Context: an optimization exercise on an open-source flow, tuned for small area, a short achievable clock period and few clock cycles per item. The choices shown serve that exercise and are no tape-out recipe. Only simulation tests tie the RTL to the original design; equivalence was not proved. The clock port is modelled as an ideal driver; clocking choices that lean on that would not hold on a real chip.

Design skinny_top, start of the top module:
module skinny_top (
    input               clock,
    input               reset,
    input               start,
    input [7:0]         input_plaintext,
    input [23:0]        input_tweakey,
    output              ready,
    output              done,
    output [127:0]      ciphertext
);
    reg [127:0] st;      
    reg  [383:0] tkv;
    wire [383:0] tk = tkv ^ 384'hb678464987a92670c949b0b67846c987a927708bf8897426564b13a9257a8bf8cb7426348fd99b70b26ae1cb7436648f;
    reg         loading;
    reg         busy;
    reg [5:0]   rc;      
    reg         done_r;
    reg         ready_r;
    reg         idle_n;      
    wire last = (rc == 6'h0A);    
    wire beat15 = (rc == 6'h00);
    assign ready      = ready_r;
    assign done       = done_r;
    assign ciphertext = st;
    reg loading_n, busy_n;
    always @(*) begin
        loading_n = loading;
        busy_n    = busy;
        if (loading) begin
            if (beat15) begin
                loading_n = 1'b0;
  ...
export LEC_CHECK = 0
export CAP_MARGIN = 20
export CORE_MARGIN = 2
export CORE_UTILIZATION = 55
export CTS_CLUSTER_DIAMETER = 150
export CTS_CLUSTER_SIZE = 22
export SLEW_MARGIN = 20
create_clock -name core_clock -period 10.0 [get_ports {clock}]
standard.sh (not shown) runs the stock make flow with config.mk's settings and CLKGATE_MAP_FILE= SYNTH_SCRIPT=/design/flow/synth_recipe.tcl, a recipe that flattens the netlist after the stock synthesis.
==> flow/flow/run.sh <==
#!/bin/bash
# Standard ORFS layout (the standard.sh), with the resizer asked to aim for
# a setup slack margin of 6.9 ns, so it works the critical paths harder.
set -euo pipefail
bash standard.sh SETUP_SLACK_MARGIN=6.9 POST_CTS_TCL=$PWD/flow/post_cts.tcl PRE_GLOBAL_ROUTE_TCL=$PWD/flow/pre_grt.tcl POST_GLOBAL_ROUTE_TCL=$PWD/flow/post_grt.tcl GRT_MARGIN=6.95 RECOVER_MARGIN=7.0 SETUP_MOVE_SEQUENCE=unbuffer,sizeup,swap 'BUFFER_PORTS_ARGS=-buffer_cell sky130_fd_sc_hd__buf_1' finish > standard_flow.log 2>&1
==> flow/flow/post_cts.tcl <==
set block [ord::get_db_block]
set root [$block findInst clkbuf_0_clock]
if { $root != "NULL" } {
  set in_net [[$root findITerm A] getNet]
  set out_net [[$root findITerm X] getNet]
  set loads {}
  foreach it [$out_net getITerms] {
    if { [$it getInst] != $root } { lappend loads $it }
  }
  if { [llength $loads] <= 4 } {
    foreach it $loads {
      $it disconnect
      $it connect $in_net
    }
    odb::dbInst_destroy $root
    odb::dbNet_destroy $out_net
    puts "post_cts: clock port now drives [llength $loads] clock buffers directly"
  } else {
    puts "post_cts: root buffer drives [llength $loads] cells, left in place"
  }
}
if { [info exists ::env(RECOVER_MARGIN)] } {
  estimate_parasitics -placement
  set_clock_uncertainty -setup $::env(RECOVER_MARGIN) [all_clocks]
  report_worst_slack -max
  report_design_area
  repair_timing -recover_power 100
  report_worst_slack -max
  report_design_area
  set_clock_uncertainty -setup 0 [all_clocks]
  detailed_placement
  check_placement -verbose
}
==> flow/flow/post_grt.tcl <==
# Take away the temporary setup uncertainty set by pre_grt.tcl.
if { [info exists ::env(GRT_MARGIN)] } {
  set_clock_uncertainty -setup 0 [all_clocks]
  report_worst_slack -max
  report_design_area
}
==> flow/flow/pre_grt.tcl <==
# Before global route: express the resizer's setup margin as a temporary
# clock uncertainty, so that the power-recovery step that follows the timing
# repair (RECOVER_POWER) keeps the same margin.  post_grt.tcl removes it.
if { [info exists ::env(GRT_MARGIN)] } {
  set ::env(SETUP_SLACK_MARGIN) 0
  set ::env(RECOVER_POWER) 100
  set_clock_uncertainty -setup $::env(GRT_MARGIN) [all_clocks]
  puts "pre_grt: setup uncertainty $::env(GRT_MARGIN) while repairing"
}
The first run completed with no timing, DRC or antenna violations.
Testbench counts at the start, summed over its fixed seeds: cycles 27,656, items 384.
Edit:
Settings changed: ABC_AREA set to 1, CTS_CLUSTER_DIAMETER 150 to 120, CTS_CLUSTER_SIZE 22 to 24.
After rerunning: The new run completed with no timing, DRC or antenna violations. First-iteration DRC count rises by 43%. Wire length came out higher by 19%.
Edit:
Settings changed: ABC_AREA 1 to unset, CORE_UTILIZATION 55 to 50.
Cell area fell by 7.1%.
Synthesized cell count shrinks by 24%.
Fmax rose by 0.31%.
Global-route usage went down by 6.3 points.
Sequential cell count does not change.
Wire length drops by 16%.
Worst hold slack is better by 0.013 ns.

---

skinny_top again, from the RTL that the note above started with.
## skinny_top
module skinny_top (
    input               clock,
    input               reset,
    input               start,
    input [7:0]         input_plaintext,
    input [23:0]        input_tweakey,
    output              ready,
    output              done,
    output [127:0]      ciphertext
);
export LEC_CHECK = 0
export CAP_MARGIN = 20
export CORE_MARGIN = 2
export CORE_UTILIZATION = 55
export CTS_CLUSTER_DIAMETER = 120
export CTS_CLUSTER_SIZE = 24
export SLEW_MARGIN = 20
create_clock -name core_clock -period 10.0 [get_ports {clock}]
==> flow/flow/run.sh <==
#!/bin/bash
# Standard ORFS layout (the standard.sh), with the resizer asked to aim for
# a setup slack margin of 7.0 ns, so it works the critical paths harder.
set -euo pipefail
bash standard.sh SETUP_SLACK_MARGIN=7.0 POST_CTS_TCL=$PWD/flow/post_cts.tcl PRE_GLOBAL_ROUTE_TCL=$PWD/flow/pre_grt.tcl POST_GLOBAL_ROUTE_TCL=$PWD/flow/post_grt.tcl GRT_MARGIN=7.0 RECOVER_MARGIN=7.05 SETUP_MOVE_SEQUENCE=unbuffer,sizeup,swap 'BUFFER_PORTS_ARGS=-buffer_cell sky130_fd_sc_hd__buf_1' finish > standard_flow.log 2>&1
Scripts as last shown in full above: flow/flow/post_cts.tcl, flow/flow/post_grt.tcl, flow/flow/pre_grt.tcl
Testbench counts at the start, summed over its fixed seeds: cycles 27,656, items 384.
Then changed:
==> flow/flow/run.sh (replaced) <==
#!/bin/bash
# Standard ORFS layout (the standard.sh), with the resizer asked to aim for
# a setup slack margin of 6.9 ns, so it works the critical paths harder.
set -euo pipefail
bash standard.sh SETUP_SLACK_MARGIN=6.9 POST_CTS_TCL=$PWD/flow/post_cts.tcl PRE_GLOBAL_ROUTE_TCL=$PWD/flow/pre_grt.tcl POST_GLOBAL_ROUTE_TCL=$PWD/flow/post_grt.tcl GRT_MARGIN=6.95 RECOVER_MARGIN=7.0 SETUP_MOVE_SEQUENCE=unbuffer,sizeup,swap 'BUFFER_PORTS_ARGS=-buffer_cell sky130_fd_sc_hd__buf_1' finish > standard_flow.log 2>&1
- PLACE_DENSITY: not set -> 0.75
Result: With this change the flow finished with capacitance limit, slew limit left; hold slack gets better by 5.1 ps; count of clock-buffer cells in the layout does not change; register-to-register slack loses 90 ps; final area barely changes.
Then changed:
- CTS_CLUSTER_DIAMETER: 120 -> 100
- CTS_CLUSTER_SIZE: 24 -> 20
- PLACE_DENSITY: 0.75 -> not set
=>
- With this change the flow completed with no timing, DRC or antenna violations
- final cell count stays flat
- final area came out lower by 1.1%
- maximum frequency is about the same
- clock skew came out higher by 4.5 ps
- count of clock-buffer cells in the layout came out higher by 6
- setup slack stays flat
- die area does not change
- via count came out lower by 2.6%
- wire length came out higher by 2.0%
Then changed:
- CORE_UTILIZATION: 55 -> 62
- CTS_CLUSTER_DIAMETER: 100 -> 120
- CTS_CLUSTER_SIZE: 20 -> 24
The changed run finished clean.
Setup slack is worse by 8.8 ps.
Die area shrinks by 11%.
Via count came out higher by 1.9%.
Hold slack stays flat.
First-iteration DRC count grows by 42%.
Maximum frequency hardly moves.
Then changed:
==> flow/flow/run.sh (replaced) <==
#!/bin/bash
# Standard ORFS layout (the standard.sh), with the resizer asked to aim for
# a setup slack margin of 6.9 ns, so it works the critical paths harder.
set -euo pipefail
bash standard.sh SETUP_SLACK_MARGIN=6.9 POST_CTS_TCL=$PWD/flow/post_cts.tcl PRE_GLOBAL_ROUTE_TCL=$PWD/flow/pre_grt.tcl POST_GLOBAL_ROUTE_TCL=$PWD/flow/post_grt.tcl GRT_MARGIN=6.95 RECOVER_MARGIN=7.0 SETUP_MOVE_SEQUENCE=sizeup,swap 'BUFFER_PORTS_ARGS=-buffer_cell sky130_fd_sc_hd__buf_1' finish > standard_flow.log 2>&1
- CORE_UTILIZATION: 62 -> 55
Effect:
- setup slack gets better by 12 ps
- final area drops by about 0.9%
- flip-flop and latch count stays the same
- die area rises by 12%
- via count fell by about 2.2%
Then changed:
==> flow/flow/run.sh (replaced) <==
#!/bin/bash
# Standard ORFS layout (the standard.sh), with the resizer asked to aim for
# a setup slack margin of 6.85 ns, so it works the critical paths harder.
set -euo pipefail
bash standard.sh SETUP_SLACK_MARGIN=6.85 POST_CTS_TCL=$PWD/flow/post_cts.tcl PRE_GLOBAL_ROUTE_TCL=$PWD/flow/pre_grt.tcl POST_GLOBAL_ROUTE_TCL=$PWD/flow/post_grt.tcl GRT_MARGIN=6.85 RECOVER_MARGIN=6.9 SETUP_MOVE_SEQUENCE=unbuffer,sizeup,swap 'BUFFER_PORTS_ARGS=-buffer_cell sky130_fd_sc_hd__buf_1' finish > standard_flow.log 2>&1
=>
- The changed run completed without violations
- maximum frequency is lower by about 2.3%
- register-to-register slack gets worse by 20 ps
- worst setup slack gets worse by 72 ps
- wire length is lower by 0.67%
- cell area is lower by about 2%
- utilization is lower by 1.2 points
- area after synthesis does not change

---

## build 46
Another version of the RTL of skinny_top (not shown whole).
Size: roughly 1,900 cells after synthesis, about 530 flip-flops, about 170 I/O pins, roughly 21,000 µm² of cells after synthesis.
clock: 10.0 ns
lec_check: 0
cap_margin: 20
core_margin: 2
core_utilization: 70
cts_cluster_diameter: 100
cts_cluster_size: 24
slew_margin: 20
==> flow/flow/run.sh <==
#!/bin/bash
# Standard ORFS layout (the standard.sh), with the resizer asked to aim for
# a setup slack margin of 7 ns, so it works the critical paths harder.
set -euo pipefail
bash standard.sh SETUP_SLACK_MARGIN=7 finish > standard_flow.log 2>&1
Testbench counts of build 46, summed over its fixed seeds: cycles 27,656, items 384.
Input-level comparison between build 73 and build 46:
Settings: CTS_CLUSTER_DIAMETER now 120, was 100; CORE_UTILIZATION now 55, was 70.
==> flow/flow/run.sh <==
#!/bin/bash
# Standard ORFS layout (the standard.sh), with the resizer asked to aim for
# a setup slack margin of 6.95 ns, so it works the critical paths harder.
set -euo pipefail
bash standard.sh SETUP_SLACK_MARGIN=6.95 POST_CTS_TCL=$PWD/flow/post_cts.tcl RECOVER_MARGIN=7.0 finish > standard_flow.log 2>&1
==> flow/flow/post_cts.tcl (new file) <==
set block [ord::get_db_block]
set root [$block findInst clkbuf_0_clock]
if { $root != "NULL" } {
  set in_net [[$root findITerm A] getNet]
  set out_net [[$root findITerm X] getNet]
  set loads {}
  foreach it [$out_net getITerms] {
    if { [$it getInst] != $root } { lappend loads $it }
  }
  if { [llength $loads] <= 4 } {
    foreach it $loads {
      $it disconnect
      $it connect $in_net
    }
    odb::dbInst_destroy $root
    odb::dbNet_destroy $out_net
    puts "post_cts: clock port now drives [llength $loads] clock buffers directly"
  } else {
    puts "post_cts: root buffer drives [llength $loads] cells, left in place"
  }
}
if { [info exists ::env(RECOVER_MARGIN)] } {
  estimate_parasitics -placement
  set_clock_uncertainty -setup $::env(RECOVER_MARGIN) [all_clocks]
  report_worst_slack -max
  report_design_area
  repair_timing -recover_power 100
  report_worst_slack -max
  report_design_area
  set_clock_uncertainty -setup 0 [all_clocks]
  detailed_placement
  check_placement -verbose
}
==> run notes <==
Note that the wire length on met3 recorded for build 73 amounts to 0.61 times the value seen in build 46.
Looking at routability-driven placement congestion ratio, build 73 sits below build 46.
Delay contributed by the slowest stage of the critical path (lower): build 73
Compared with build 46, build 73 ends up with a smaller final cell area.
Build 73 against build 46: number of clock buffers in the layout -3.7%.
Delta (build 73 minus build 46): non-filler instance count after layout saw an increase; signed area change from the synthesized netlist to the final layout now smaller; minimum setup slack in the final design saw an increase.
#### Input delta (build 97 over build 73)
Settings: an added ABC_AREA of 1.
==> flow/flow/run.sh <==
#!/bin/bash
# Standard ORFS layout (the standard.sh), with the resizer asked to aim for
# a setup slack margin of 6.95 ns, so it works the critical paths harder.
set -euo pipefail
bash standard.sh SETUP_SLACK_MARGIN=6.95 POST_CTS_TCL=$PWD/flow/rm_root.tcl finish > standard_flow.log 2>&1
==> flow/flow/rm_root.tcl (new file) <==
# After CTS: take out the root clock buffer, so the clock port drives the
# first level of the clock tree (2 buffers) directly. Every register's clock
# passes the same number of buffers as before.
set block [ord::get_db_block]
set root [$block findInst clkbuf_0_clock]
if { $root != "NULL" } {
  set in_net [[$root findITerm A] getNet]
  set out_net [[$root findITerm X] getNet]
  set loads {}
  foreach it [$out_net getITerms] {
    if { [$it getInst] != $root } { lappend loads $it }
  }
  if { [llength $loads] <= 4 } {
    foreach it $loads {
      $it disconnect
      $it connect $in_net
    }
    odb::dbInst_destroy $root
    odb::dbNet_destroy $out_net
    puts "rm_root: clock port now drives [llength $loads] clock buffers directly"
  } else {
    puts "rm_root: root buffer drives [llength $loads] cells, left in place"
  }
}
removed: flow/flow/post_cts.tcl
==> run notes <==
Diff build 97..build 73 | number of top-level pins | negligible. Summary — pre-CTS setup slack, build 97 relative to build 73: lower, by 0.026 ns. Between build 97 and build 73, the difference in initial core utilization is negligible. Looking at final critical-path required period, build 97 sits 0.024 ns lower than build 73 does. As of build 97, number of global-route vias before repair had risen by more than a quarter compared to build 73. NOTE: part of the Yosys area used for sequential elements in build 97 falls short of that of build 73. Build 97 against build 73: final worst setup slack +0.024 ns; chip height +4.4%; clock network area share ~0 delta.
Input changes introduced in build 7 (baseline for comparison: build 97):
Settings: clearing ABC_AREA, which used to be 1.
==> flow/flow/run.sh <==
#!/bin/bash
# Standard ORFS layout (the standard.sh), with the resizer asked to aim for
# a setup slack margin of 6.9 ns, so it works the critical paths harder.
set -euo pipefail
bash standard.sh SETUP_SLACK_MARGIN=6.9  finish > standard_flow.log 2>&1
removed: flow/flow/rm_root.tcl
[summary]
Every run in the comparison, build 7 and build 97, completed the flow with a clean layout.
met3 demand-to-capacity share in global routing down 2.8 points in build 7 wrt build 97
Build 97 was larger in final cell area than build 7.
In build 7 the count of inserted tapcells turned out about 4% lower than in build 97.
Die area ended up about 8% lower on build 7 than on build 97.

[re-timing with driven ports]
No port has a modelled driver above. Below, the same layouts with a new extraction and two added sets of constraints. Step 1: set_driving_cell puts a clkbuf_16 on clock and a buf_2 on each other input, an assumption about the parent block. Step 2, shift: input delay + t, output delay - t, t = (earliest + latest rising clock arrival at the registers) / 2. This alone moves slack from input paths to output paths. Three values: no drivers, after step 1, after step 2; two values: the first two.
run | shift t [ns] | setup slack, ns | hold WS [ns] | slew at the worst register clock pin (ns) | worst slew at a driven data input, ns
the first run of note 1 | 0.500 | 6.978 / 6.910 / 7.119 | 0.433 / 0.433 / 0.433 | 0.10 / 0.10 | 0.08
the second run of note 1 | 0.510 | 6.954 / 6.880 / 7.231 | 0.427 / 0.427 / 0.427 | 0.11 / 0.11 | 0.04
the third run of note 1 | 0.527 | 6.963 / 6.888 / 7.120 | 0.440 / 0.440 / 0.440 | 0.11 / 0.11 | 0.06
the first run of note 2 | 0.496 | 7.006 / 6.938 / 7.141 | 0.439 / 0.439 / 0.439 | 0.11 / 0.11 | 0.08
the second run of note 2 | 0.512 | 6.973 / 6.903 / 7.047 | 0.444 / 0.444 / 0.444 | 0.11 / 0.11 | 0.08
the third run of note 2 | 0.518 | 6.970 / 6.901 / 7.105 | 0.437 / 0.437 / 0.437 | 0.10 / 0.10 | 0.08
the fourth run of note 2 | 0.517 | 6.962 / 6.888 / 7.053 | 0.437 / 0.437 / 0.437 | 0.11 / 0.11 | 0.09
the fifth run of note 2 | 0.495 | 6.974 / 6.905 / 7.043 | 0.438 / 0.438 / 0.438 | 0.11 / 0.11 | 0.08
the sixth run of note 2 | 0.494 | 6.901 / 6.832 / 7.020 | 0.432 / 0.432 / 0.432 | 0.10 / 0.10 | 0.08
build 46 | 0.636 | 6.893 / 6.839 / 6.974 | 0.464 / 0.464 / 0.464 | 0.11 / 0.11 | 0.04
build 73 | 0.506 | 6.997 / 6.927 / 7.002 | 0.445 / 0.445 / 0.445 | 0.11 / 0.11 | 0.07
build 97 | 0.540 | 7.021 / 6.941 / 7.043 | 0.454 / 0.454 / 0.454 | 0.11 / 0.11 | 0.04
build 7 | 0.629 | 6.888 / 6.831 / 6.978 | 0.453 / 0.453 / 0.453 | 0.11 / 0.11 | 0.07
